From an optimization exercise on the open Yosys and OpenROAD flow, aimed at small area; shortcuts taken in it are not production practice.
No run shown here included a check of the RTL's function; only the layout flow was run.
No activity file was given, so power comes from the tool's default toggle rates.

[design.v]
module topModule (
    input clk,
    input rst,
    input btnL,
    input [1:0] sw,
    input [3:0] JC_cols,
    input btnR,
    output audio_gain,
    output audio_shutdown,
    output audio_out,
    output reg [3:0] JC_rows,
    output reg [3:0] an,
    output reg [6:0] seg
);
    assign audio_shutdown = 1'b1;
    assign audio_gain = 1'b1;
    reg [5:0] c50;
    reg       k1, q1;
    reg [6:0] c125;
    reg       k4;
    wire w50  = c50[5] & c50[4] & c50[0];       
    wire w125 = &c125[6:2];                     
    wire tick = w50 & k1 & ~q1;                 
    always @(posedge clk) begin
        if (rst) begin
            c50 <= 0; k1 <= 0; q1 <= 0; c125 <= 0; k4 <= 0;
        end else begin
            c50 <= w50 ? 6'd0 : c50 + 6'd1;
            if (w50) k1 <= ~k1;
            if (w50 & k1) q1 <= ~q1;
            c125 <= w125 ? 7'd0 : c125 + 7'd1;
            if (w125) k4 <= ~k4;
        end
    end
    reg [1:0]  status;       
    reg [3:0]  cp0, cp1, cp2, cp3;    
    reg [2:0]  ctr;          
    reg [2:0]  pctr;         
    reg [4:0]  db;           
    reg        validPin;
    reg [15:0] storedPin;
    reg [15:0] lastPin;
    reg        play, fail;
    reg [11:0] timer;
    reg [3:0]  bl;
    reg        clean;
    reg [4:0]  led;
    reg        adj_set;
    wire [15:0] userPin = {cp0, cp1, cp2, cp3};
    wire en = tick & (status != 2'd1);
    wire pressed = (JC_cols != 4'b1111);
    wire edge_ = db[4] & db[2] & db[0];         
    wire dbmax = db[4] & db[2] & db[1];         
    reg [3:0] ci;
    always @(*) begin
        case ({JC_rows, JC_cols})
            8'b11100111: ci = 4'd0;
            8'b11101110: ci = 4'd1;
            8'b11011110: ci = 4'd2;
            8'b10111110: ci = 4'd3;
            8'b11101101: ci = 4'd4;
            8'b11011101: ci = 4'd5;
            8'b10111101: ci = 4'd6;
            8'b11101011: ci = 4'd7;
            8'b11011011: ci = 4'd8;
            8'b10111011: ci = 4'd9;
            8'b01111011: ci = 4'd10;
            8'b10110111: ci = 4'd11;
            8'b01110111: ci = 4'd12;
            default:     ci = 4'd15;
        endcase
    end
    wire isdig = (ci < 4'd10);
    wire kev = en & edge_;
    always @(posedge clk) begin
        if (rst) begin
            JC_rows <= 4'b0000;
            db <= 0;
            ctr <= 0;
            pctr <= 3'd7;
            validPin <= 0;
            cp0 <= 0; cp1 <= 0; cp2 <= 0; cp3 <= 0;
        end else begin
            if (en) begin
                db <= !pressed ? 5'd0 : (dbmax ? db : db + 5'd1);
                if (!pressed)
                    JC_rows <= {JC_rows[2] | ~JC_rows[3], JC_rows[1] | ~JC_rows[3],
                                JC_rows[0] | ~JC_rows[3], JC_rows[3]};
                pctr <= ctr;
                validPin <= edge_ & (ci == 4'd11) & ctr[2];
            end
            if (kev) begin
                if (isdig) begin
                    if (!ctr[2]) ctr <= ctr + 3'd1;
                end else if (ci == 4'd10) ctr <= 0;
                else if (ci == 4'd11) begin
                    if (ctr[2]) ctr <= 0;
                end else if (ci == 4'd12) ctr <= ctr - 3'd1;
            end
            if (kev & isdig & ~ctr[2]) begin
                case (ctr[1:0])
                    2'd0: cp0 <= ci;
                    2'd1: cp1 <= ci;
                    2'd2: cp2 <= ci;
                    2'd3: cp3 <= ci;
                endcase
            end
        end
    end
    wire match = (userPin == storedPin);
    wire newfail = (userPin != lastPin);
    always @(posedge clk) begin
        if (rst) begin
            status <= 0;
            storedPin <= 16'h4321;
            lastPin <= 0;
            play <= 0;
            fail <= 0;
            timer <= 0;
            bl <= 0;
            clean <= 0;
        end else if (tick) begin
            if (play) begin
                if (timer[11] & timer[8] & timer[7] & timer[6] & timer[2]) begin  
                    play <= 0;
                    timer <= 0;
                end else
                    timer <= timer + 12'd1;
            end
            if (clean)
                status <= 0;
            else begin
                case (status)
                    2'd0: if (validPin) begin
                        if (match) begin
                            status <= 1; fail <= 0; play <= 1; timer <= 0;
                        end else if (newfail) begin
                            lastPin <= userPin; fail <= 1; play <= 1; timer <= 0;
                        end
                    end
                    2'd1: if (sw[0]) status <= 2;
                    2'd2: if (validPin) status <= 0;
                    default: ;
                endcase
            end
            if (status == 2'd2 && validPin) storedPin <= userPin;
            bl <= {bl[2:0], btnL};
            if (bl == 4'b1111) clean <= 1;
            else if (bl == 4'b0000) clean <= 0;
        end
    end
    assign audio_out = play & (fail ? k4 : k1);
    wire [1:0] slot = (an == 4'b0111) ? 2'd1 : (an == 4'b1011) ? 2'd2 :
                      (an == 4'b1101) ? 2'd3 : 2'd0;
    reg [3:0] dig;
    always @(*) begin
        case (slot)
            2'd0: dig = cp0;
            2'd1: dig = cp1;
            2'd2: dig = cp2;
            default: dig = cp3;
        endcase
    end
    wire has  = (pctr > {1'b0, slot});    
    wire has0 = (pctr != 3'd0);
    reg [4:0] nled;
    always @(*) begin
        if (status == 2'd1) begin
            case (slot)
                2'd0: nled = 5'b00000;
                2'd1: nled = 5'b01100;
                2'd2: nled = 5'b01101;
                default: nled = 5'b01110;
            endcase
        end else if (status == 2'd2 && adj_set) begin
            case (slot)
                2'd0: nled = 5'b10101;
                2'd1: nled = 5'b01101;
                2'd2: nled = 5'b10110;
                default: nled = 5'b10111;
            endcase
        end else if (has)
            nled = {1'b0, dig};
        else if (has0)
            nled = 5'b01111;
        else if (status == 2'd0) begin
            case (slot)
                2'd0: nled = 5'b01010;
                2'd1: nled = 5'b00000;
                2'd2: nled = 5'b10000;
                default: nled = 5'b01011;
            endcase
        end else begin
            case (slot)
                2'd0: nled = 5'b10100;
                2'd1: nled = 5'b01011;
                default: nled = 5'b10111;
            endcase
        end
    end
    always @(posedge clk) begin
        if (rst) begin
            an <= 4'b0000;
            led <= 0;
            adj_set <= 0;
        end else if (tick) begin
            if (status != 2'd2) adj_set <= 0;
            else if (validPin) adj_set <= 1;
            an <= {an[0], an[3] | ~an[0], an[2] | ~an[0], an[1] | ~an[0]};
            led <= nled;
        end
    end
    always @(*) begin
        case (led)
            5'b00000: seg = 7'b0000001;
            5'b00001: seg = 7'b1001111;
            5'b00010: seg = 7'b0010010;
            5'b00011: seg = 7'b0000110;
            5'b00100: seg = 7'b1001100;
            5'b00101: seg = 7'b0100100;
            5'b00110: seg = 7'b0100000;
            5'b00111: seg = 7'b0001111;
            5'b01000: seg = 7'b0000000;
            5'b01001: seg = 7'b0000100;
            5'b01010: seg = 7'b1110001;
            5'b10000: seg = 7'b0110001;
            5'b01011: seg = 7'b1000010;
            5'b01100: seg = 7'b0011000;
            5'b01101: seg = 7'b0110000;
            5'b01110: seg = 7'b1101010;
            5'b01111: seg = 7'b1111110;
            5'b10100: seg = 7'b0001000;
            5'b10101: seg = 7'b0100100;
            5'b10110: seg = 7'b1110000;
            5'b10111: seg = 7'b1111111;
            default:  seg = 7'b0000001;
        endcase
    end
endmodule
[config.mk]
export PLATFORM = sky130hd
export DESIGN_NAME = topModule
export DESIGN_NICKNAME = topModule
export VERILOG_FILES = /design/flow/design.v
export SDC_FILE = /design/flow/constraint.sdc
export NUM_CORES = 4
export LEC_CHECK = 0
export CAP_MARGIN = 20
export CORE_MARGIN = 2
export CORE_UTILIZATION = 40
export CTS_BUF_LIST = sky130_fd_sc_hd__clkbuf_4
export CTS_CLUSTER_SIZE = 40
export SLEW_MARGIN = 20
[run.sh]
#!/bin/bash
# synth_recipe.tcl (not shown) runs the flow's synth.tcl, then flattens the netlist and writes it again
# the make line also repeats each setting of config.mk as NAME=value (left out here)
make -C /OpenROAD-flow-scripts/flow DESIGN_CONFIG=/design/flow/config.mk WORK_HOME=/design/flow/orfs CLKGATE_MAP_FILE= SYNTH_SCRIPT=/design/flow/synth_recipe.tcl finish
[constraint.sdc]
create_clock -name core_clock -period 10.0 [get_ports {clk}]
set_input_delay 2.0000 -clock core_clock [delete_from_list [all_inputs] [get_ports {clk}]]
set_output_delay 2.0000 -clock core_clock [all_outputs]
set_load 0.01 [all_outputs]
==> metrics.csv, run 1 <==
stage,metric,value,unit
drt,WL final,14700,microns
worst_setup_path,"Worst Path Class, Setup",primary input to flop,
synthesis,Synth area leaders,"dfxtp_1 (36%), mux2i_1 (6.6%), nor2_1 (6.2%)",
placed_design,RD Place Congestion,0.855,
drt,vias per cell,5.48,
drt,Iter 0 DRT Violations,335,
pwr,VDD IR max,0.0885,mV
die,Placeable Area,15900,sq um
synthesis,yosys warns,1,
drt,vias,5561,
pwr,Cell Pwr Density,123,nW/um^2
final_layout,layout cells sized above 1,6.78,%
clocking,"CTS clk-pin slew, worst paths",0.10,ns
flow_run,max_cap viols,0,
clocking,post-CTS setup buffers,0,
clocking,clk latency of the worst-skew pair,0.52,ns
worst_setup_path,register-to-register setup slack,6.02,ns
synthesis,"Cell Area, Synth",6500,sq um
clocking,# resized after CTS,0,
clocking,CTS tree,built,
outcome,run status,"complete, no violations",
drt,drt pass-1 iters,7,
drt,drt wl/cell,14.5,microns
die,Cell Rows,46,
final_layout,most frequent cells in the layout,"dfxtp_1 (118), nor2_1 (107), nand2_1 (65), a21oi_1 (43), mux2i_1 (43)",
synthesis,"EDFF count, synth",0,
drt,Antenna Nets Post-Route,0,
synthesis,Main synth FF type,dfxtp_1,
global_routing,largest net degree at the start of global routing,58,
sta,Slew Limit Fails,0,
global_routing,first-pass GRT wire length,25100,microns
worst_setup_path,CP max FO,15,
die,Die ar.,17300,sq um
worst_setup_path,startpoint types,primary input,
worst_setup_path,worst path arrival time,4.60,ns
sta,Final Skew,0.0201,ns
sta,"Hold Vio Cnt, Final",0,
worst_setup_path,kind of cell adding the most delay to the critical path,buffers and inverters,
clocking,hold buffers post-CTS,0,
sta,Slew headroom,37.4,%
worst_setup_path,CP endpoint kind,flop,
clocking,htree depth,4,
synthesis,leading area contributor after synthesis,dfxtp_1,
sta,final worst-path cycle share,41.9,%
sta,TNS Setup,0,ns
die,Die W,131,microns
global_routing,vias in the first global route,5235,
die,Die Ht,131,microns
clocking,total CTS buffers,17,
placed_design,Detailed Place HPWL,10200,microns
clocking,TritonCTS Sinks,118,
global_routing,initial antenna violation count,1,
synthesis,"flops & latches, synth",118,
drt,DR DRC count,0,
global_routing,GRT overflow,0,
sta,Min Hold Slack,0.481,ns
synthesis,sequential cell area fraction in the yosys report,36.4,%
hold_path,HP Class,flop to flop,
placed_design,placed cell areas,6840,sq um
pwr,Leak,2.83,nW
synthesis,Yosys top cell area share,36.4,%
placed_design,port bufs,23,
sta,RSZ-0062 raised after global routing,no,
synthesis,async set-reset flop share out of synthesis,0,%
worst_setup_path,Critical Path Slowest Stage Cell,clkdlybuf4s50_1,
die,I/O pin count,28,
pwr,Final Total Pwr,876,uW
sta,endpoints failing setup,0,
sta,final worst path period need,4.19,ns
final_layout,design area,7140,sq um
clocking,CTS root buf,clkbuf_4,
sta,FMAX,0.239,GHz
synthesis,syn avg cell area,8.32,sq um
sta,Least-Margin Pin Slew,0.936,ns
worst_setup_path,slowest cell delay on critical path,0.77,ns
final_layout,Synth-to-Final Area Change,9.94,%
final_layout,Nets,820,
final_layout,"commonest non-fill, non-tap cell in the layout",dfxtp_1,
clocking,Longest Clk Path Bufs,2,
synthesis,Netlist cell types,79,
die,Initial Utilization,40.9,%
global_routing,Tot GR Track Use,17.6,%
worst_setup_path,CP required,10.42,ns
worst_setup_path,crit path buf inv count,2,
worst_setup_path,worst path cell trace,"clkdlybuf4s50_1, nand4_1, or3_1, o41ai_1, a222oi_1, buf_4, nor2_2, mux2_2",
synthesis,Synth Instances,781,
-- stage by stage --
stage          util (%)  worst slack [ns]  instances
2_1_floorplan         -              6.35        782
3_3_place_gp       43.0              5.33        982
3_5_place_dp       43.0              5.32        982
4_1_cts            44.9              5.87       1013
5_1_grt            45.0              5.68       1014
6_report           45.0              5.81       1014
-- kinds of logic after synthesis --
group           share of synthesized area [%]
mux                                      6.80
compound gates                           16.5
flops                                    36.4
xor+xnor                                 6.88
buf+inv                                  4.66
simple gates                             23.9
other cells                            0.0577
fa+ha+maj                                4.82
-- report_power, final --
group / leakage (nW) / internal [mW] / switching (mW) / total (mW)
clock network: 0.168 / 0.199 / 0.175 / 0.374
registers: 0.952 / 0.473 / 0.00313 / 0.476
logic: 1.71 / 0.00975 / 0.0170 / 0.0268
total: 2.83 / 0.681 / 0.195 / 0.876
-- path summary, 6_finish.rpt --
check	start	depth (start not counted)	end
worst min register to register	c125[0]	1	c125[0]
worst max-delay path	JC_cols[1]	8	cp3[2]
worst max register to register	an[1]	14	seg[2]
worst min-delay path	c125[0]	1	c125[0]
-- flip-flops by register name, indices dropped and copies added, names as in the netlist, 3 cells and up --
name       count
JC_rows        4
an             4
bl             4
c125           7
c50            6
cp0            4
cp1            4
cp2            4
cp3            4
ctr            3
db             5
lastPin       16
led            5
pctr           3
seg            7
storedPin     16
timer         12
-- cell usage after synthesis, drive strengths merged, types with 6 or more instances --
library cell  count
mux2i            43
a221oi            6
nand2            65
nor2            112
xnor2            23
a211oi            7
nor2b             7
nand4            15
a21oi            45
nor4              9
clkbuf           24
inv              27
nand3b            6
xor2             28
o22ai             6
nor3             19
and3              8
ha               25
o21bai            6
dfxtp           118
nand2b           19
buf              20
nand3            26
o21ai            23
a21o              8
-- per-layer routing --
metal,wire length (microns),part of all wire (%),GRT usage (%)
met1,7000,48,22.8
met2,6970,47,28.6
met3,552,3.8,3.94
met4,161,1.1,6.58
met5,0,0,0
-- area by class of cell --
type	instances	area, sq um
fillers	1615	8740
clock buffers	19	143
inverters	27	101
clock inverters	12	160
flip-flops and latches	118	2360
repair buffers	28	265
multi-input cells	593	3840
well taps	216	270
diodes	1	2.50
==> run 2, diff against run 1 <==
--- a/config.mk
+++ b/config.mk
@@ -9,5 +9,3 @@
 export CORE_MARGIN = 2
 export CORE_UTILIZATION = 40
-export CTS_BUF_LIST = sky130_fd_sc_hd__clkbuf_4
-export CTS_CLUSTER_SIZE = 40
 export SLEW_MARGIN = 20
==> run 2 against run 1 <==
Against the previous run:
- global-route usage grew 0.10 points
- count of clock-buffer cells in the layout grew 3
- clock skew shrank 0.011 ns
- still clean on timing, DRC and antenna
==> metrics.csv, run 2 <==
stage,metric,value,unit
clocking,total CTS buffers,17,
global_routing,Tot GR Track Use,17.7,%
clocking,TritonCTS Sinks,118,
die,Die Ht,131,microns
clocking,post-CTS setup buffers,0,
clocking,Longest Clk Path Bufs,2,
final_layout,layout cells sized above 1,6.90,%
clocking,CTS root buf,clkbuf_16,
pwr,Cell Pwr Density,154,nW/um^2
worst_setup_path,register-to-register setup slack,6.03,ns
drt,DR DRC count,0,
pwr,Leak,2.97,nW
worst_setup_path,worst path arrival time,4.61,ns
final_layout,Nets,820,
die,Die W,131,microns
global_routing,vias in the first global route,5289,
worst_setup_path,CP endpoint kind,flop,
synthesis,"Cell Area, Synth",6500,sq um
synthesis,yosys warns,1,
final_layout,Synth-to-Final Area Change,14.8,%
sta,Slew Limit Fails,0,
outcome,run status,"complete, no violations",
global_routing,initial antenna violation count,0,
sta,Final WS setup,5.69,ns
synthesis,leading area contributor after synthesis,dfxtp_1,
pwr,VDD IR max,0.115,mV
sta,final worst path period need,4.31,ns
clocking,CTS tree,built,
drt,vias,5533,
synthesis,sequential cell area fraction in the yosys report,36.4,%
flow_run,max_cap viols,0,
worst_setup_path,Critical Path Slowest Stage Cell,clkdlybuf4s50_1,
die,I/O pin count,28,
final_layout,n_diodes,0,
synthesis,Synth Instances,781,
placed_design,RD Place Congestion,0.855,
sta,FMAX,0.232,GHz
sta,Min Hold Slack,0.473,ns
sta,final worst-path cycle share,43.1,%
drt,drt pass-1 iters,7,
drt,drt wl/cell,14.6,microns
pwr,Final Total Pwr,1.15,mW
sta,TNS Setup,0,ns
clocking,clk latency of the worst-skew pair,0.42,ns
drt,vias per cell,5.46,
sta,Slew headroom,36.6,%
clocking,htree depth,4,
synthesis,"EDFF count, synth",0,
drt,Iter 0 DRT Violations,314,
synthesis,Synth area leaders,"dfxtp_1 (36%), mux2i_1 (6.6%), nor2_1 (6.2%)",
synthesis,"flops & latches, synth",118,
clocking,hold buffers post-CTS,0,
die,Placeable Area,15900,sq um
final_layout,most frequent cells in the layout,"dfxtp_1 (118), nor2_1 (107), nand2_1 (65), a21oi_1 (43), mux2i_1 (43)",
hold_path,HP Class,flop to flop,
sta,endpoints failing setup,0,
placed_design,port bufs,23,
drt,WL final,14800,microns
worst_setup_path,CP max FO,15,
worst_setup_path,slowest cell delay on critical path,0.78,ns
final_layout,"commonest non-fill, non-tap cell in the layout",dfxtp_1,
placed_design,dpl cells,982,
placed_design,placed cell areas,6840,sq um
clocking,# resized after CTS,0,
clocking,"CTS clk-pin slew, worst paths",0.05,ns
sta,Final Skew,0.00873,ns
worst_setup_path,CP required,10.31,ns
worst_setup_path,startpoint types,primary input,
final_layout,post-layout util,47.0,%
placed_design,Detailed Place HPWL,10200,microns
sta,RSZ-0062 raised after global routing,no,
synthesis,Netlist cell types,79,
final_layout,largest registers in the final layout,"lastPin: 16 flops, storedPin: 16 flops, timer: 12 flops",
synthesis,Main synth FF type,dfxtp_1,
die,Die ar.,17300,sq um
worst_setup_path,kind of cell adding the most delay to the critical path,buffers and inverters,
synthesis,syn avg cell area,8.32,sq um
global_routing,GRT overflow,0,
sta,"Hold Vio Cnt, Final",0,
final_layout,Non-Filler Instances,1013,
worst_setup_path,worst path cell trace,"clkdlybuf4s50_1, nand4_1, or3_1, o41ai_1, a222oi_1, buf_4, nor2_2, mux2_2",
sta,Least-Margin Pin Slew,0.948,ns
worst_setup_path,crit path buf inv count,2,
synthesis,Yosys top cell area share,36.4,%
synthesis,top post-synthesis cells by count,"dfxtp_1 (118), nor2_1 (108), nand2_1 (65), a21oi_1 (43), mux2i_1 (43)",
synthesis,async set-reset flop share out of synthesis,0,%
worst_setup_path,"Worst Path Class, Setup",primary input to flop,
die,Cell Rows,46,
synthesis,top-count cell post-synth,dfxtp_1,
global_routing,largest net degree at the start of global routing,58,
placed_design,Placement Setup Slack,5.32,ns
drt,Antenna Nets Post-Route,0,
global_routing,first-pass GRT wire length,25200,microns
final_layout,design area,7460,sq um
die,Initial Utilization,40.9,%
## run 2: changes by cell type in the layout (fill, tap and decap cells not counted)
cell       before  now
clkbuf_4       19    0
clkbuf_16       0   17
clkbuf_8        0    3
clkinv_1        3    0
clkbuf_1        0    2
diode_2         1    0
## run 2: routing by layer
| layer | vias up | share of wire [%] | track usage [%] |
|---|---|---|---|
| met3 | 15 | 4.0 | 4.05 |
| met1 | 2648 | 48 | 22.5 |
| met5 | - | 0 | 0 |
| li1 | 2769 | - | - |
| met2 | 101 | 47 | 29.0 |
| met4 | 0 | 1.3 | 6.88 |
## run 2: final cells by class
class | instances | area, sq um
Clock inverter | 9 | 149
Fill cell | 1580 | 8430
Sequential cell | 118 | 2360
Timing Repair Buffer | 28 | 265
Inverter | 27 | 101
Clock buffer | 22 | 474
Tap cell | 216 | 270
Multi-Input combinational cell | 593 | 3840
## run 2: kinds of logic (layout without fill, tap and decap cells)
group / after synthesis / after routing / share of synthesized area, %
XOR/XNOR: 51 / 51 / 6.88
flip-flops: 118 / 118 / 36.4
adder cells (fa/ha/maj): 25 / 25 / 4.82
buffers and inverters: 71 / 86 / 4.66
multiplexers: 44 / 44 / 6.80
AND/OR/NAND/NOR: 315 / 315 / 23.9
AO/OA/AOI/OAI: 156 / 156 / 16.5
other: 1 / 2 / 0.0577
## run 2: power by group
| group | total, mW | switching, mW | leakage (nW) | internal [mW] |
|---|---|---|---|---|
| clock | 0.641 | 0.208 | 0.310 | 0.433 |
| combinational | 0.0269 | 0.0172 | 1.71 | 0.00975 |
| sequential | 0.477 | 0.00308 | 0.952 | 0.474 |
## run 2: worst paths after layout
check / from / end / cells after the start
hold / removal: c125[0] / c125[0] / 1
setup reg to reg: an[1] / seg[2] / 14
hold reg to reg: c125[0] / c125[0] / 1
setup / recovery: JC_cols[1] / cp3[2] / 8
## run 2: worst register-to-register path: stages, from the launching register on
cell      delay, ns
dfxtp_1        0.46
xor2_1         0.16
and3_1         0.27
inv_1          0.11
ha_1           0.31
nor2b_1        0.15
o31ai_1        0.67
o211ai_1       0.24
a31o_2         0.29
a21o_1         0.27
inv_1          0.11
ha_1           0.23
and3_1         0.18
a211oi_1       0.05
o32ai_1        0.34
==> run 3, diff against run 2 <==
--- a/config.mk
+++ b/config.mk
@@ -9,3 +9,5 @@
 export CORE_MARGIN = 2
 export CORE_UTILIZATION = 40
+export CTS_BUF_LIST = sky130_fd_sc_hd__clkbuf_8
+export CTS_CLUSTER_SIZE = 60
 export SLEW_MARGIN = 20
==> run 3 against run 2 <==
Against the previous run:
- utilization down 1.2 points
- count of clock-buffer cells in the layout down 2
- clock power down 26%
- highest routed layer unchanged
- critical endpoint unchanged
- synthesized cell count unchanged
- wire length down 0.73%
==> metrics.csv, run 3 <==
stage,metric,value,unit
drt,drt wl/cell,14.5,microns
drt,vias per cell,5.46,
sta,Slew Limit Fails,0,
flow_run,max_cap viols,0,
final_layout,Synth-to-Final Area Change,11.9,%
clocking,"CTS clk-pin slew, worst paths",0.07,ns
synthesis,Netlist cell types,79,
synthesis,Main synth FF type,dfxtp_1,
sta,Least-Margin Pin Slew,0.931,ns
synthesis,Synth area leaders,"dfxtp_1 (36%), mux2i_1 (6.6%), nor2_1 (6.2%)",
clocking,total CTS buffers,17,
placed_design,port bufs,23,
drt,Antenna Nets Post-Route,0,
worst_setup_path,"Worst Path Class, Setup",primary input to flop,
worst_setup_path,worst r2r src,an[1],
final_layout,most frequent cells in the layout,"dfxtp_1 (118), nor2_1 (107), nand2_1 (65), a21oi_1 (43), mux2i_1 (43)",
drt,WL met1,6970,microns
final_layout,# fillers,1601,
final_layout,multi-input logic area,3840,sq um
sta,endpoints failing setup,0,
clocking,post-CTS setup buffers,0,
die,Die ar.,17300,sq um
global_routing,largest net degree at the start of global routing,58,
die,Die Ht,131,microns
final_layout,layout cells sized above 1,6.90,%
worst_setup_path,FF-to-FF End,seg[2],
synthesis,Yosys top cell area share,36.4,%
drt,vias,5530,
global_routing,vias in the first global route,5249,
hold_path,HP Class,flop to flop,
outcome,run status,"complete, no violations",
global_routing,first-pass GRT wire length,25000,microns
sta,TNS Setup,0,ns
clocking,# resized after CTS,0,
synthesis,leading area contributor after synthesis,dfxtp_1,
final_layout,"commonest non-fill, non-tap cell in the layout",dfxtp_1,
drt,WL final,14700,microns
drt,uppermost layer routed,met4,
die,Initial Utilization,40.9,%
synthesis,"Cell Area, Synth",6500,sq um
sta,Final Skew,0.0107,ns
die,Cell Rows,46,
pwr,Cell Pwr Density,135,nW/um^2
placed_design,RD Place Congestion,0.855,
synthesis,"EDFF count, synth",0,
final_layout,design area,7270,sq um
placed_design,dpl cells,982,
global_routing,GRT overflow,0,
clocking,clk latency of the worst-skew pair,0.45,ns
worst_setup_path,worst path arrival time,4.60,ns
clocking,TritonCTS Sinks,118,
clocking,CTS tree,built,
worst_setup_path,CP required,10.34,ns
global_routing,initial antenna violation count,0,
final_layout,register area,2360,sq um
placed_design,Detailed Place HPWL,10200,microns
pwr,Leak,2.90,nW
sta,Min Hold Slack,0.475,ns
drt,drt pass-1 iters,5,
drt,DR DRC count,0,
sta,final worst path period need,4.26,ns
die,Die W,131,microns
synthesis,sequential cell area fraction in the yosys report,36.4,%
sta,Slew headroom,37.7,%
die,Placeable Area,15900,sq um
synthesis,"flops & latches, synth",118,
clocking,hold buffers post-CTS,0,
worst_setup_path,reg2reg path depth,14,
sta,final worst-path cycle share,42.6,%
final_layout,Non-Filler Instances,1013,
synthesis,top-count cell post-synth,dfxtp_1,
final_layout,n_diodes,0,
sta,"Hold Vio Cnt, Final",0,
synthesis,Synth Instances,781,
placed_design,placed cell areas,6840,sq um
hold_path,Hold Crit Endpoint,c125[0],
final_layout,post-layout util,45.8,%
worst_setup_path,CP max FO,15,
die,I/O pin count,28,
synthesis,async set-reset flop share out of synthesis,0,%
drt,Met3 Wirelength,642,microns
synthesis,yosys warns,1,
final_layout,Nets,820,
drt,Iter 0 DRT Violations,338,
final_layout,largest registers in the final layout,"lastPin: 16 flops, storedPin: 16 flops, timer: 12 flops",
worst_setup_path,startpoint types,primary input,
hold_path,hold path startpoint,c125[0],
sta,RSZ-0062 raised after global routing,no,
pwr,VDD IR max,0.0851,mV
drt,met2 wire length,6910,microns
worst_setup_path,register-to-register setup slack,6.04,ns
synthesis,syn avg cell area,8.32,sq um
synthesis,top post-synthesis cells by count,"dfxtp_1 (118), nor2_1 (108), nand2_1 (65), a21oi_1 (43), mux2i_1 (43)",
clocking,Longest Clk Path Bufs,2,
clocking,CTS root buf,clkbuf_8,
worst_setup_path,CP endpoint kind,flop,
clocking,htree depth,4,
global_routing,Tot GR Track Use,17.6,%
hold_path,hold path depth,1,
sta,FMAX,0.235,GHz
==> run 3: critical path, cell delays in order <==
cell and delay (ns):
clkdlybuf4s50_1 0.77, nand4_1 0.20, or3_1 0.43, o41ai_1 0.12, a222oi_1 0.17, buf_4 0.22, nor2_2 0.30, mux2_2 0.38
==> run 3: cell type report <==
cell class              count  area share [%]
multi-input cells         593            52.8
inverters                  27            1.39
flip-flops and latches    118            32.5
clock buffers              20            3.79
clock inverters            11            2.15
well taps                 216            3.72
repair buffers             28            3.65
==> run 3: through the flow <==
| step | total power [mW] | setup slack (ns) |
|---|---|---|
| after floorplan | 0.506 | 6.35 |
| after global placement | 0.512 | 5.33 |
| after detailed placement | 0.514 | 5.32 |
| after CTS | 0.991 | 5.80 |
| after global routing | 1.01 | 5.59 |
| final | 0.978 | 5.74 |
==> run 3: where the power goes <==
group	leakage, nW	total (mW)	internal, mW	switching, mW
logic	1.71	0.0268	0.00975	0.0171
clock network	0.231	0.475	0.287	0.188
registers	0.952	0.476	0.473	0.00311
==> run 3: worst max path at each step <==
stage                     cells after the start  startpoint  slack [ns]  endpoint
after floorplan                               7  JC_cols[0]        6.35    cp3[2]
after global placement                        8  JC_cols[1]        5.33    cp3[2]
after detailed placement                      8  JC_cols[1]        5.32    cp3[2]
after CTS                                     8  JC_cols[1]        5.80    cp3[2]
after global routing                          8  JC_cols[1]        5.59    cp3[2]
final                                         8  JC_cols[1]        5.74    cp3[2]
==> run 3: cell families after synthesis <==
group,after synthesis,share of synthesized area [%]
buf+inv,71,4.66
fa+ha+maj,25,4.82
xor+xnor,51,6.88
other cells,1,0.0577
compound gates,156,16.5
mux,44,6.80
simple gates,315,23.9
flops,118,36.4
==> run 3: routing by layer <==
metal  GRT usage [%]  up-vias
li1                -     2767
met1            22.6     2627
met2            28.5      118
met3            4.28       18
met4            6.94        0
met5               0        -
==> run 4, diff against run 3 <==
--- a/config.mk
+++ b/config.mk
@@ -9,5 +9,5 @@
 export CORE_MARGIN = 2
 export CORE_UTILIZATION = 40
-export CTS_BUF_LIST = sky130_fd_sc_hd__clkbuf_8
-export CTS_CLUSTER_SIZE = 60
+export CTS_BUF_LIST = sky130_fd_sc_hd__clkbuf_4
+export CTS_CLUSTER_SIZE = 80
 export SLEW_MARGIN = 20
==> run 4 against run 3 <==
Against the previous run:
- highest routed layer unchanged
- clock skew increased by 0.0094 ns
- utilization decreased by 0.80 points
- still clean on timing, DRC and antenna
- largest power group unchanged
- combinational power is essentially flat
- largest cell class unchanged
- critical path type unchanged
- maximum frequency up 1.7%
==> metrics.csv, run 4 <==
stage,metric,value,unit
outcome,run status,"complete, no violations",
drt,vias,5561,
sta,FMAX,0.239,GHz
worst_setup_path,worst path arrival time,4.60,ns
global_routing,largest net degree at the start of global routing,58,
pwr,Final Total Pwr,876,uW
synthesis,"flops & latches, synth",118,
worst_setup_path,CP max FO,15,
pwr,switching share of power,22.3,%
placed_design,dpl cells,982,
drt,Antenna Nets Post-Route,0,
sta,endpoints failing setup,0,
drt,WL final,14700,microns
sta,Final Skew,0.0201,ns
clocking,CTS tree,built,
placed_design,Detailed Place HPWL,10200,microns
drt,drt pass-1 iters,7,
worst_setup_path,"Worst Path Class, Setup",primary input to flop,
final_layout,most frequent cells in the layout,"dfxtp_1 (118), nor2_1 (107), nand2_1 (65), a21oi_1 (43), mux2i_1 (43)",
die,Initial Utilization,40.9,%
sta,Slew headroom,37.4,%
global_routing,GRT overflow,0,
clocking,total CTS buffers,17,
worst_setup_path,startpoint types,primary input,
sta,Least-Margin Pin Slew,0.936,ns
final_layout,"commonest non-fill, non-tap cell in the layout",dfxtp_1,
clocking,TritonCTS Sinks,118,
sta,"Hold Vio Cnt, Final",0,
final_layout,Nets,820,
drt,DR DRC count,0,
sta,Min Hold Slack,0.481,ns
die,I/O pin count,28,
global_routing,Tot GR Track Use,17.6,%
synthesis,yosys warns,1,
clocking,htree depth,4,
worst_setup_path,worst path cell trace,"clkdlybuf4s50_1, nand4_1, or3_1, o41ai_1, a222oi_1, buf_4, nor2_2, mux2_2",
clocking,"CTS clk-pin slew, worst paths",0.10,ns
synthesis,Netlist cell types,79,
sta,RSZ-0062 raised after global routing,no,
synthesis,leading area contributor after synthesis,dfxtp_1,
worst_setup_path,CP required,10.42,ns
die,Placeable Area,15900,sq um
worst_setup_path,Critical Path Slowest Stage Cell,clkdlybuf4s50_1,
drt,Iter 0 DRT Violations,335,
synthesis,"EDFF count, synth",0,
placed_design,Placement Setup Slack,5.32,ns
die,Die W,131,microns
final_layout,Non-Filler Instances,1014,
final_layout,Synth-to-Final Area Change,9.94,%
global_routing,initial antenna violation count,1,
placed_design,placed cell areas,6840,sq um
synthesis,Synth area leaders,"dfxtp_1 (36%), mux2i_1 (6.6%), nor2_1 (6.2%)",
clocking,hold buffers post-CTS,0,
pwr,Gate power share,3.1,%
clocking,# resized after CTS,0,
sta,final worst path period need,4.19,ns
synthesis,async set-reset flop share out of synthesis,0,%
final_layout,design area,7140,sq um
synthesis,Yosys top cell area share,36.4,%
pwr,Int Power,681,uW
sta,Slew Limit Fails,0,
synthesis,Main synth FF type,dfxtp_1,
synthesis,syn avg cell area,8.32,sq um
synthesis,sequential cell area fraction in the yosys report,36.4,%
worst_setup_path,slowest cell delay on critical path,0.77,ns
sta,TNS Setup,0,ns
final_layout,layout cells sized above 1,6.78,%
clocking,Longest Clk Path Bufs,2,
drt,vias per cell,5.48,
sta,final worst-path cycle share,41.9,%
synthesis,top-count cell post-synth,dfxtp_1,
synthesis,"Cell Area, Synth",6500,sq um
die,Cell Rows,46,
pwr,Cell Pwr Density,123,nW/um^2
placed_design,port bufs,23,
pwr,Clock power frac,42.6,%
global_routing,vias in the first global route,5235,
pwr,Flop pwr share,54.3,%
pwr,switching pwr,195,uW
drt,drt wl/cell,14.5,microns
pwr,Leak,2.83,nW
worst_setup_path,CP endpoint kind,flop,
clocking,post-CTS setup buffers,0,
sta,Final WS setup,5.81,ns
final_layout,largest registers in the final layout,"lastPin: 16 flops, storedPin: 16 flops, timer: 12 flops",
clocking,CTS root buf,clkbuf_4,
flow_run,max_cap viols,0,
synthesis,top post-synthesis cells by count,"dfxtp_1 (118), nor2_1 (108), nand2_1 (65), a21oi_1 (43), mux2i_1 (43)",
placed_design,RD Place Congestion,0.855,
global_routing,first-pass GRT wire length,25100,microns
pwr,VDD IR max,0.0885,mV
die,Die Ht,131,microns
final_layout,# fillers,1615,
synthesis,Synth Instances,781,
die,Die ar.,17300,sq um
final_layout,post-layout util,45.0,%
clocking,clk latency of the worst-skew pair,0.52,ns
hold_path,HP Class,flop to flop,
[run 4: cell count changes in the layout (fill, tap and decap cells not counted)]
cell and delta:
clkbuf_4 +19, clkbuf_8 -20, clkinv_1 +3, diode_2 +1, inv_1 -2
[run 4: area by class of cell]
| type | count | area, sq um | share of cell area (%) |
|---|---|---|---|
| clock buffer | 19 | 143 | 2.00 |
| clock inverter | 12 | 160 | 2.24 |
| timing repair buffer | 28 | 265 | 3.71 |
| antenna | 1 | 2.50 | 0.0350 |
| tap | 216 | 270 | 3.78 |
| sequential | 118 | 2360 | 33.1 |
| inverter | 27 | 101 | 1.42 |
| multi-input combinational | 593 | 3840 | 53.7 |
[run 4: power groups by stage]
stage          clock network, mW  registers (mW)  logic (mW)
2_1_floorplan                  0           0.486      0.0198
3_3_place_gp                   0           0.486      0.0260
3_5_place_dp                   0           0.487      0.0270
4_1_cts                    0.388           0.476      0.0270
5_1_grt                    0.410           0.477      0.0302
6_report                   0.374           0.476      0.0268
[run 4: final timing paths]
kind | slack (ns) | depth (start not counted) | endpoint | startpoint
max reg2reg | 6.02 | 14 | seg[2] | an[1]
max | 5.81 | 8 | cp3[2] | JC_cols[1]
min | 0.48 | 1 | c125[0] | c125[0]
min reg2reg | 0.48 | 1 | c125[0] | c125[0]
[run 4: critical path: cells and delay by family]
family | cells | cell delay, ns
compound gates | 2 | 0.29
buf+inv | 2 | 0.99
mux | 1 | 0.38
simple gates | 3 | 0.93
[run 4: logic make-up after synthesis]
| family | after synthesis | synth area share, % |
|---|---|---|
| adder cells (fa/ha/maj) | 25 | 4.82 |
| flip-flops | 118 | 36.4 |
| AO/OA/AOI/OAI | 156 | 16.5 |
| XOR/XNOR | 51 | 6.88 |
| other | 1 | 0.0577 |
| multiplexers | 44 | 6.80 |
| AND/OR/NAND/NOR | 315 | 23.9 |
| buffers and inverters | 71 | 4.66 |
[run 4: routing by layer]
layer | up-vias | GRT usage [%] | part of all wire, %
li1 | 2769 | - | -
met1 | 2669 | 22.8 | 48
met2 | 110 | 28.6 | 47
met3 | 13 | 3.94 | 3.8
met4 | 0 | 6.58 | 1.1
met5 | - | 0 | 0
==> run 5, diff against run 4 <==
--- a/config.mk
+++ b/config.mk
@@ -8,6 +8,5 @@
 export CAP_MARGIN = 20
 export CORE_MARGIN = 2
-export CORE_UTILIZATION = 40
+export CORE_UTILIZATION = 70
 export CTS_BUF_LIST = sky130_fd_sc_hd__clkbuf_4
-export CTS_CLUSTER_SIZE = 80
 export SLEW_MARGIN = 20
==> run 5 against run 4 <==
Against the previous run:
- critical path depth down 5
- clock power down 8.6%
- largest cell class unchanged
- synthesized area unchanged
- maximum frequency up 0.85%
- final cell count down 10%
- synthesized cell count unchanged
- still clean
- largest power group unchanged
- worst setup slack better by 0.035 ns
- register-to-register slack worse by 0.08 ns
- clock skew down 0.00073 ns
- first-iteration DRC count down 23%
- combinational power about the same
==> metrics.csv, run 5 <==
stage,metric,value,unit
drt,vias per cell,6.17,
worst_setup_path,CP required,8.00,ns
global_routing,Tot GR Track Use,29.2,%
synthesis,"Cell Area, Synth",6500,sq um
synthesis,Synth area leaders,"dfxtp_1 (36%), mux2i_1 (6.6%), nor2_1 (6.2%)",
pwr,Cell Pwr Density,121,nW/um^2
synthesis,top-count cell post-synth,dfxtp_1,
final_layout,layout cells sized above 1,7.13,%
clocking,post-CTS setup buffers,0,
clocking,htree depth,4,
placed_design,port bufs,23,
drt,WL final,14300,microns
die,Die Ht,100,microns
drt,Iter 0 DRT Violations,257,
global_routing,first-pass GRT wire length,24000,microns
worst_setup_path,startpoint types,flop,
die,Cell Rows,35,
die,Die ar.,10100,sq um
final_layout,# fillers,709,
placed_design,dpl cells,878,
synthesis,"flops & latches, synth",118,
global_routing,GRT overflow,0,
clocking,"CTS clk-pin slew, worst paths",0.12,ns
placed_design,RD Place Congestion,0.913,
final_layout,Non-Filler Instances,910,
final_layout,multi-input logic area,3840,sq um
final_layout,"commonest non-fill, non-tap cell in the layout",dfxtp_1,
flow_run,max_cap viols,0,
sta,Least-Margin Pin Slew,0.979,ns
drt,drt wl/cell,15.7,microns
clocking,TritonCTS Sinks,118,
clocking,Longest Clk Path Bufs,2,
clocking,CTS root buf,clkbuf_4,
clocking,CTS tree,built,
synthesis,syn avg cell area,8.32,sq um
synthesis,yosys warns,1,
worst_setup_path,"Worst Path Class, Setup",flop to output pin,
drt,Antenna Nets Post-Route,0,
global_routing,largest net degree at the start of global routing,84,
final_layout,largest registers in the final layout,"lastPin: 16 flops, storedPin: 16 flops, timer: 12 flops",
placed_design,Placement Setup Slack,5.34,ns
sta,Final Skew,0.0194,ns
sta,endpoints failing setup,0,
sta,Slew Limit Fails,0,
sta,RSZ-0062 raised after global routing,no,
clocking,total CTS buffers,17,
sta,FMAX,0.241,GHz
synthesis,Main synth FF type,dfxtp_1,
hold_path,HP Class,flop to flop,
final_layout,Synth-to-Final Area Change,7.67,%
drt,vias,5615,
worst_setup_path,CP max FO,15,
synthesis,top post-synthesis cells by count,"dfxtp_1 (118), nor2_1 (108), nand2_1 (65), a21oi_1 (43), mux2i_1 (43)",
synthesis,Synth Instances,781,
synthesis,Netlist cell types,79,
placed_design,placed cell areas,6710,sq um
synthesis,"EDFF count, synth",0,
clocking,# resized after CTS,0,
worst_setup_path,worst path arrival time,2.15,ns
synthesis,Yosys top cell area share,36.4,%
synthesis,leading area contributor after synthesis,dfxtp_1,
final_layout,design area,6990,sq um
global_routing,initial antenna violation count,0,
sta,TNS Setup,0,ns
final_layout,Nets,821,
final_layout,n_diodes,0,
clocking,clk latency of the worst-skew pair,0.52,ns
worst_setup_path,CP endpoint kind,output pin,
pwr,VDD IR max,0.129,mV
sta,Slew headroom,34.5,%
die,Placeable Area,9110,sq um
drt,drt pass-1 iters,8,
synthesis,async set-reset flop share out of synthesis,0,%
final_layout,register area,2360,sq um
sta,"Hold Vio Cnt, Final",0,
drt,DR DRC count,0,
clocking,hold buffers post-CTS,0,
global_routing,vias in the first global route,5251,
sta,final worst-path cycle share,41.5,%
pwr,Leak,2.82,nW
die,Die W,100,microns
die,Initial Utilization,71.3,%
placed_design,Detailed Place HPWL,9820,microns
sta,final worst path period need,4.15,ns
sta,Final WS setup,5.85,ns
final_layout,most frequent cells in the layout,"dfxtp_1 (118), nor2_1 (107), nand2_1 (65), a21oi_1 (43), mux2i_1 (43)",
synthesis,sequential cell area fraction in the yosys report,36.4,%
die,I/O pin count,28,
outcome,run status,"complete, no violations",
run 5: where the power goes:
| part | switching, mW | internal, mW | total (mW) |
|---|---|---|---|
| Clock | 0.194 | 0.149 | 0.342 |
| Combinational | 0.0167 | 0.00983 | 0.0265 |
| Sequential | 0.00305 | 0.473 | 0.476 |
run 5: cell families (layout without fill, tap and decap cells):
logic type,Yosys count,count (layout),synth area share (%)
AOI/OAI and AO/OA,156,156,16.5
xor gates and xnor gates,51,51,6.88
adders and majority gates,25,25,4.82
buffers and inverters,71,88,4.66
DFF,118,118,36.4
muxes,44,44,6.80
other,1,2,0.0577
and+or+nand+nor,315,315,23.9
run 5: through the flow:
step           hold WS [ns]  utilization [%]  total power [mW]
6_report              0.455             76.8             0.845
5_1_grt               0.504             76.8             0.873
4_1_cts               0.459             76.8             0.850
3_5_place_dp          0.435             73.7             0.513
3_3_place_gp          0.431             73.7             0.512
2_1_floorplan         0.418                -             0.506
run 5: layout make-up:
type | count | area share (%)
clock buffers | 17 | 1.82
inverters | 27 | 1.45
well taps | 111 | 1.99
multi-input cells | 593 | 54.9
repair buffers | 29 | 3.90
clock inverters | 15 | 2.20
flip-flops and latches | 118 | 33.8
run 5: worst max-delay path: stages (launching register included):
cell and delay [ns]:
dfxtp_1 0.65, inv_1 0.21, nor2_1 0.20, clkdlybuf4s50_1 0.57
run 5: worst paths after layout:
check	startpoint	end	slack (ns)	cells after the start
setup reg to reg	an[1]	seg[2]	5.94	13
hold / removal	c125[0]	c125[0]	0.46	1
setup / recovery	play	audio_out	5.85	3
hold reg to reg	c125[0]	c125[0]	0.46	1
run 5: routing by layer:
layer / GRT usage [%] / part of all wire, % / wire length (microns) / vias up
li1: - / - / - / 2784
met2: 48.9 / 49 / 7030 / 161
met1: 37.3 / 44 / 6250 / 2638
met4: 11.3 / 1.8 / 254 / 0
met3: 5.71 / 5.1 / 723 / 32
met5: 0 / 0 / 0 / -
==> run 6, diff against run 5 <==
--- a/config.mk
+++ b/config.mk
@@ -9,4 +9,5 @@
 export CORE_MARGIN = 2
 export CORE_UTILIZATION = 70
-export CTS_BUF_LIST = sky130_fd_sc_hd__clkbuf_4
+export CTS_BUF_LIST = sky130_fd_sc_hd__clkbuf_2 sky130_fd_sc_hd__clkbuf_4
+export CTS_CLUSTER_DIAMETER = 60
 export SLEW_MARGIN = 20
==> run 6 against run 5 <==
Against the previous run:
- final area unchanged
- largest cell class unchanged
- still clean on timing, DRC and antenna
- highest routed layer unchanged
- maximum frequency stayed put
- sequential power barely moved
- synthesized area unchanged
- register-to-register slack about the same
- power did not move
- worst hold slack unchanged
- combinational power about the same
- critical path type unchanged
==> metrics.csv, run 6 <==
stage,metric,value,unit
sta,Final Skew,0.0194,ns
die,Placeable Area,9110,sq um
die,I/O pin count,28,
global_routing,largest net degree at the start of global routing,84,
clocking,TritonCTS Sinks,118,
worst_setup_path,worst r2r src,an[1],
hold_path,Hold Crit Endpoint,c125[0],
clocking,CTS tree,built,
clocking,# resized after CTS,0,
sta,Min Hold Slack,0.455,ns
synthesis,Main synth FF type,dfxtp_1,
drt,DR DRC count,0,
worst_setup_path,FF-to-FF End,seg[2],
clocking,hold buffers post-CTS,0,
die,Cell Rows,35,
placed_design,Detailed Place HPWL,9820,microns
die,Die Ht,100,microns
worst_setup_path,register-to-register setup slack,5.94,ns
synthesis,async set-reset flop share out of synthesis,0,%
drt,drt wl/cell,15.7,microns
drt,Antenna Nets Post-Route,0,
worst_setup_path,worst path arrival time,2.15,ns
sta,FMAX,0.241,GHz
hold_path,hold path startpoint,c125[0],
synthesis,"EDFF count, synth",0,
final_layout,Nets,821,
final_layout,layout cells sized above 1,7.13,%
drt,WL final,14300,microns
synthesis,Yosys top cell area share,36.4,%
global_routing,initial antenna violation count,0,
drt,drt pass-1 iters,8,
drt,Iter 0 DRT Violations,257,
drt,vias per cell,6.17,
sta,RSZ-0062 raised after global routing,no,
worst_setup_path,CP max FO,15,
global_routing,first-pass GRT wire length,24000,microns
synthesis,yosys warns,1,
synthesis,Synth area leaders,"dfxtp_1 (36%), mux2i_1 (6.6%), nor2_1 (6.2%)",
sta,"Hold Vio Cnt, Final",0,
worst_setup_path,CP required,8.00,ns
final_layout,largest registers in the final layout,"lastPin: 16 flops, storedPin: 16 flops, timer: 12 flops",
die,Initial Utilization,71.3,%
drt,vias,5615,
sta,TNS Setup,0,ns
die,Die W,100,microns
die,Die ar.,10100,sq um
placed_design,RD Place Congestion,0.913,
clocking,total CTS buffers,17,
global_routing,Tot GR Track Use,29.2,%
worst_setup_path,startpoint types,flop,
synthesis,"flops & latches, synth",118,
synthesis,"Cell Area, Synth",6500,sq um
global_routing,vias in the first global route,5251,
final_layout,"commonest non-fill, non-tap cell in the layout",dfxtp_1,
sta,Least-Margin Pin Slew,0.979,ns
global_routing,GRT overflow,0,
sta,Slew headroom,34.5,%
synthesis,leading area contributor after synthesis,dfxtp_1,
hold_path,hold path depth,1,
worst_setup_path,CP endpoint kind,output pin,
synthesis,sequential cell area fraction in the yosys report,36.4,%
clocking,"CTS clk-pin slew, worst paths",0.12,ns
sta,final worst-path cycle share,41.5,%
synthesis,Synth Instances,781,
clocking,htree depth,4,
outcome,run status,"complete, no violations",
final_layout,n_diodes,0,
clocking,Longest Clk Path Bufs,2,
clocking,CTS root buf,clkbuf_4,
synthesis,syn avg cell area,8.32,sq um
synthesis,top post-synthesis cells by count,"dfxtp_1 (118), nor2_1 (108), nand2_1 (65), a21oi_1 (43), mux2i_1 (43)",
synthesis,top-count cell post-synth,dfxtp_1,
sta,endpoints failing setup,0,
clocking,post-CTS setup buffers,0,
sta,final worst path period need,4.15,ns
clocking,clk latency of the worst-skew pair,0.52,ns
placed_design,port bufs,23,
final_layout,Synth-to-Final Area Change,7.67,%
worst_setup_path,reg2reg path depth,13,
pwr,Cell Pwr Density,121,nW/um^2
sta,Slew Limit Fails,0,
hold_path,HP Class,flop to flop,
synthesis,Netlist cell types,79,
worst_setup_path,"Worst Path Class, Setup",flop to output pin,
flow_run,max_cap viols,0,
pwr,VDD IR max,0.129,mV
pwr,Leak,2.82,nW
final_layout,most frequent cells in the layout,"dfxtp_1 (118), nor2_1 (107), nand2_1 (65), a21oi_1 (43), mux2i_1 (43)",
run 6: per-layer routing:
| metal | wire length (microns) | part of all wire (%) | vias to the layer above | track usage, % |
|---|---|---|---|---|
| met2 | 7030 | 49 | 161 | 48.9 |
| li1 | - | - | 2784 | - |
| met5 | 0 | 0 | - | 0 |
| met1 | 6250 | 44 | 2638 | 37.3 |
| met3 | 723 | 5.1 | 32 | 5.71 |
| met4 | 254 | 1.8 | 0 | 11.3 |
run 6: how the worst max path moves through the flow:
stage                    start   endpoint  slack, ns  depth (start not counted)
floorplan           JC_cols[0]     cp3[2]       6.35                          7
finish                    play  audio_out       5.85                          3
global route             an[1]     seg[2]       5.63                         14
CTS                       play  audio_out       5.85                          3
global placement    JC_cols[1]     cp3[2]       5.41                          8
detailed placement  JC_cols[1]     cp3[2]       5.34                          8
run 6: logic make-up after synthesis:
| family | Yosys count | synth area share, % |
|---|---|---|
| and+or+nand+nor | 315 | 23.9 |
| AOI/OAI and AO/OA | 156 | 16.5 |
| DFF | 118 | 36.4 |
| buffers and inverters | 71 | 4.66 |
| xor gates and xnor gates | 51 | 6.88 |
| muxes | 44 | 6.80 |
| adders and majority gates | 25 | 4.82 |
| other | 1 | 0.0577 |
run 6: power breakdown:
part           internal [mW]  switching, mW
Sequential             0.473        0.00305
Combinational        0.00983         0.0167
Clock                  0.149          0.194
run 6: worst max-delay path, stage by stage (launching register included):
cell,delay [ns]
dfxtp_1,0.65
inv_1,0.21
nor2_1,0.20
clkdlybuf4s50_1,0.57
run 6: layout make-up:
cell class                      count  area, sq um
Fill cell                         709         2110
Clock inverter                     15          154
Multi-Input combinational cell    593         3840
Timing Repair Buffer               29          273
Tap cell                          111          139
Clock buffer                       17          128
Sequential cell                   118         2360
Inverter                           27          101
run 6: metrics by stage:
| stage | area (sq um) | power (mW) | instances | worst slack (ns) | utilization (%) |
|---|---|---|---|---|---|
| detailed placement | 6710 | 0.513 | 878 | 5.34 | 73.7 |
| global placement | 6710 | 0.512 | 878 | 5.41 | 73.7 |
| finish | 6990 | 0.845 | 910 | 5.85 | 76.8 |
| floorplan | 6500 | 0.506 | 782 | 6.35 | - |
| CTS | 6990 | 0.850 | 910 | 5.85 | 76.8 |
| global route | 6990 | 0.873 | 910 | 5.63 | 76.8 |
==> run 7, diff against run 6 <==
--- a/config.mk
+++ b/config.mk
@@ -8,6 +8,7 @@
 export CAP_MARGIN = 20
 export CORE_MARGIN = 2
-export CORE_UTILIZATION = 70
-export CTS_BUF_LIST = sky130_fd_sc_hd__clkbuf_2 sky130_fd_sc_hd__clkbuf_4
-export CTS_CLUSTER_DIAMETER = 60
+export CORE_UTILIZATION = 55
+export CTS_BUF_LIST = sky130_fd_sc_hd__clkbuf_4
+export CTS_CLUSTER_DIAMETER = 100
+export CTS_CLUSTER_SIZE = 30
 export SLEW_MARGIN = 20
==> run 7 against run 6 <==
Against the previous run:
- still clean
- combinational power about the same
- die area increased by 26%
- critical path depth grew 5
- utilization shrank 15 points
- power increased by 1.6%
- sequential power is essentially flat
- worst setup slack got worse by 0.0079 ns
- wire length rose by 0.90%
- sequential cell count unchanged
- worst hold slack improved by 0.0070 ns
- critical endpoint is now cp3[2]
- largest cell class unchanged
- largest power group unchanged
==> metrics.csv, run 7 <==
stage,metric,value,unit
sta,RSZ-0062 raised after global routing,no,
worst_setup_path,worst path cell trace,"clkdlybuf4s50_1, nand4_1, or3_1, o41ai_1, a222oi_1, buf_4, nor2_2, mux2_2",
sta,final worst-path cycle share,41.6,%
synthesis,Netlist cell types,79,
drt,WL final,14400,microns
worst_setup_path,CP max FO,15,
drt,drt pass-1 iters,7,
final_layout,design area,7040,sq um
clocking,CTS root buf,clkbuf_4,
clocking,TritonCTS Sinks,118,
worst_setup_path,Critical Path Slowest Stage Cell,clkdlybuf4s50_1,
synthesis,sequential cell area fraction in the yosys report,36.4,%
global_routing,GRT met1 Usage,30.8,%
global_routing,Tot GR Track Use,23.5,%
global_routing,GRT Max-Usage Layer,met2,
placed_design,RD Place Congestion,0.855,
synthesis,yosys warns,1,
synthesis,syn avg cell area,8.32,sq um
hold_path,HP Class,flop to flop,
synthesis,async set-reset flop share out of synthesis,0,%
global_routing,largest net degree at the start of global routing,76,
placed_design,port bufs,23,
flow_run,max_cap viols,0,
final_layout,most frequent cells in the layout,"dfxtp_1 (118), nor2_1 (107), nand2_1 (65), a21oi_1 (43), mux2i_1 (43)",
clocking,# resized after CTS,0,
worst_setup_path,slowest cell delay on critical path,0.79,ns
pwr,Cell Pwr Density,122,nW/um^2
sta,Slew Limit Fails,0,
synthesis,top-count cell post-synth,dfxtp_1,
die,Placeable Area,11500,sq um
pwr,VDD IR max,0.112,mV
final_layout,Nets,821,
synthesis,"EDFF count, synth",0,
sta,endpoints failing setup,0,
clocking,total CTS buffers,17,
worst_setup_path,"Worst Path Class, Setup",primary input to flop,
clocking,"CTS clk-pin slew, worst paths",0.10,ns
synthesis,Synth Instances,781,
die,Cell Rows,39,
synthesis,"Cell Area, Synth",6500,sq um
global_routing,vias in the first global route,5201,
placed_design,placed cell areas,6750,sq um
sta,final worst path period need,4.16,ns
global_routing,first-pass GRT wire length,24400,microns
clocking,Longest Clk Path Bufs,2,
outcome,run status,"complete, no violations",
worst_setup_path,reg2reg path depth,14,
final_layout,layout cells sized above 1,7.01,%
placed_design,Detailed Place HPWL,9840,microns
final_layout,Synth-to-Final Area Change,8.42,%
clocking,hold buffers post-CTS,0,
worst_setup_path,startpoint types,primary input,
clocking,clk latency of the worst-skew pair,0.54,ns
die,Die ar.,12700,sq um
worst_setup_path,worst path arrival time,4.60,ns
synthesis,Synth area leaders,"dfxtp_1 (36%), mux2i_1 (6.6%), nor2_1 (6.2%)",
synthesis,Yosys top cell area share,36.4,%
synthesis,"flops & latches, synth",118,
sta,TNS Setup,0,ns
sta,FMAX,0.240,GHz
drt,Antenna Nets Post-Route,0,
die,Die Ht,113,microns
worst_setup_path,crit path buf inv count,2,
worst_setup_path,CP endpoint kind,flop,
die,I/O pin count,28,
hold_path,hold path depth,1,
sta,Least-Margin Pin Slew,0.965,ns
worst_setup_path,kind of cell adding the most delay to the critical path,buffers and inverters,
global_routing,initial antenna violation count,0,
synthesis,top post-synthesis cells by count,"dfxtp_1 (118), nor2_1 (108), nand2_1 (65), a21oi_1 (43), mux2i_1 (43)",
die,Die W,113,microns
drt,vias,5491,
synthesis,Main synth FF type,dfxtp_1,
worst_setup_path,CP required,10.44,ns
final_layout,n_diodes,0,
drt,vias per cell,5.83,
pwr,Leak,2.83,nW
die,Initial Utilization,56.7,%
sta,Slew headroom,35.5,%
clocking,CTS tree,built,
synthesis,leading area contributor after synthesis,dfxtp_1,
global_routing,met3 Use GR,5.72,%
sta,"Hold Vio Cnt, Final",0,
drt,Iter 0 DRT Violations,296,
drt,DR DRC count,0,
drt,drt wl/cell,15.3,microns
final_layout,"commonest non-fill, non-tap cell in the layout",dfxtp_1,
clocking,post-CTS setup buffers,0,
sta,Final Skew,0.0170,ns
worst_setup_path,CP Depth,8,
global_routing,GRT overflow,0,
final_layout,largest registers in the final layout,"lastPin: 16 flops, storedPin: 16 flops, timer: 12 flops",
clocking,htree depth,4,
global_routing,M2 GR Usage,38.2,%
## run 7: cell counts after synthesis
No cell type changed its count.
## run 7: metal layers
metal | up-vias | share of wire, %
li1 | 2777 | -
met1 | 2576 | 48
met2 | 122 | 47
met3 | 16 | 3.9
met4 | 0 | 1.3
met5 | - | 0
## run 7: area by class of cell
cell class	instances	area, sq um
Clock buffer	21	158
Clock inverter	11	133
Fill cell	1046	4420
Inverter	27	101
Multi-Input combinational cell	593	3840
Sequential cell	118	2360
Tap cell	143	179
Timing Repair Buffer	29	273
## run 7: report_power, final
part / switching, mW / internal [mW]
Sequential: 0.00304 / 0.473
Clock: 0.175 / 0.181
Combinational: 0.0170 / 0.00980
## run 7: worst paths after layout
path	slack [ns]	to	startpoint
max	5.84	cp3[2]	JC_cols[1]
min	0.46	c125[0]	c125[0]
max reg2reg	6.06	seg[2]	an[1]
min reg2reg	0.46	c125[0]	c125[0]
## run 7: cells by family after synthesis
logic type      after synthesis  share of synthesized area [%]
other cells                   1                         0.0577
xor+xnor                     51                           6.88
flops                       118                           36.4
mux                          44                           6.80
simple gates                315                           23.9
buf+inv                      71                           4.66
fa+ha+maj                    25                           4.82
compound gates              156                           16.5
## run 7: through the flow
step                      hold WS, ns  cells  worst slack (ns)  power [mW]  util (%)
after detailed placement        0.454    910              5.33       0.513      58.9
final                           0.462    942              5.84       0.859      61.4
after global placement          0.431    910              5.38       0.512      58.9
after floorplan                 0.418    782              6.35       0.506         -
after CTS                       0.467    942              5.83       0.868      61.4
after global routing            0.495    942              5.66       0.891      61.4
## run 7: worst reg2reg max path: stages (launching register included)
cell and delay [ns]:
dfxtp_1 0.48, xor2_1 0.18, and3_1 0.27, inv_1 0.12, ha_1 0.31, nor2b_1 0.15, o31ai_1 0.67, o211ai_1 0.25
a31o_2 0.30, a21o_1 0.27, inv_1 0.11, ha_1 0.23, and3_1 0.17, a211oi_1 0.04, o32ai_1 0.30

[re-timing with driven ports]
No port has a modelled driver above. Below, the same layouts with a new extraction and two added sets of constraints.
Step 1, drivers: a clkbuf_16 drives clk and a buf_2 each remaining input, both assumed.
Step 2 times the ports against the registers' clock, not the clock port: input delays grow and output delays shrink by t, the midpoint of the rising clock arrivals with the driver on.
a / b / c = ideal ports / drivers / drivers and shift; a / b = the first two.
run	shift t [ns]	setup WS [ns]	worst setup path at the end	clock arrival spread, ns	worst data-port slew with drivers (ns)
run 1	0.549	5.814 / 5.825 / 5.276	input to register	0.020 / 0.020	0.03
run 2	0.456	5.694 / 5.713 / 5.258	input to register	0.009 / 0.009	0.04
run 3	0.484	5.742 / 5.756 / 5.272	input to register	0.011 / 0.010	0.04
run 4	0.549	5.814 / 5.825 / 5.276	input to register	0.020 / 0.020	0.03
run 5	0.550	5.849 / 5.814 / 5.332	input to register	0.020 / 0.019	0.03
run 6	0.550	5.849 / 5.814 / 5.332	input to register	0.020 / 0.019	0.03
run 7	0.569	5.841 / 5.851 / 5.286	input to register	0.017 / 0.017	0.04
After both steps setup and hold are still met in every run listed. The setup slack of run 7, which loses most, moves by +0.010 ns with the drivers and by -0.555 ns with both steps.
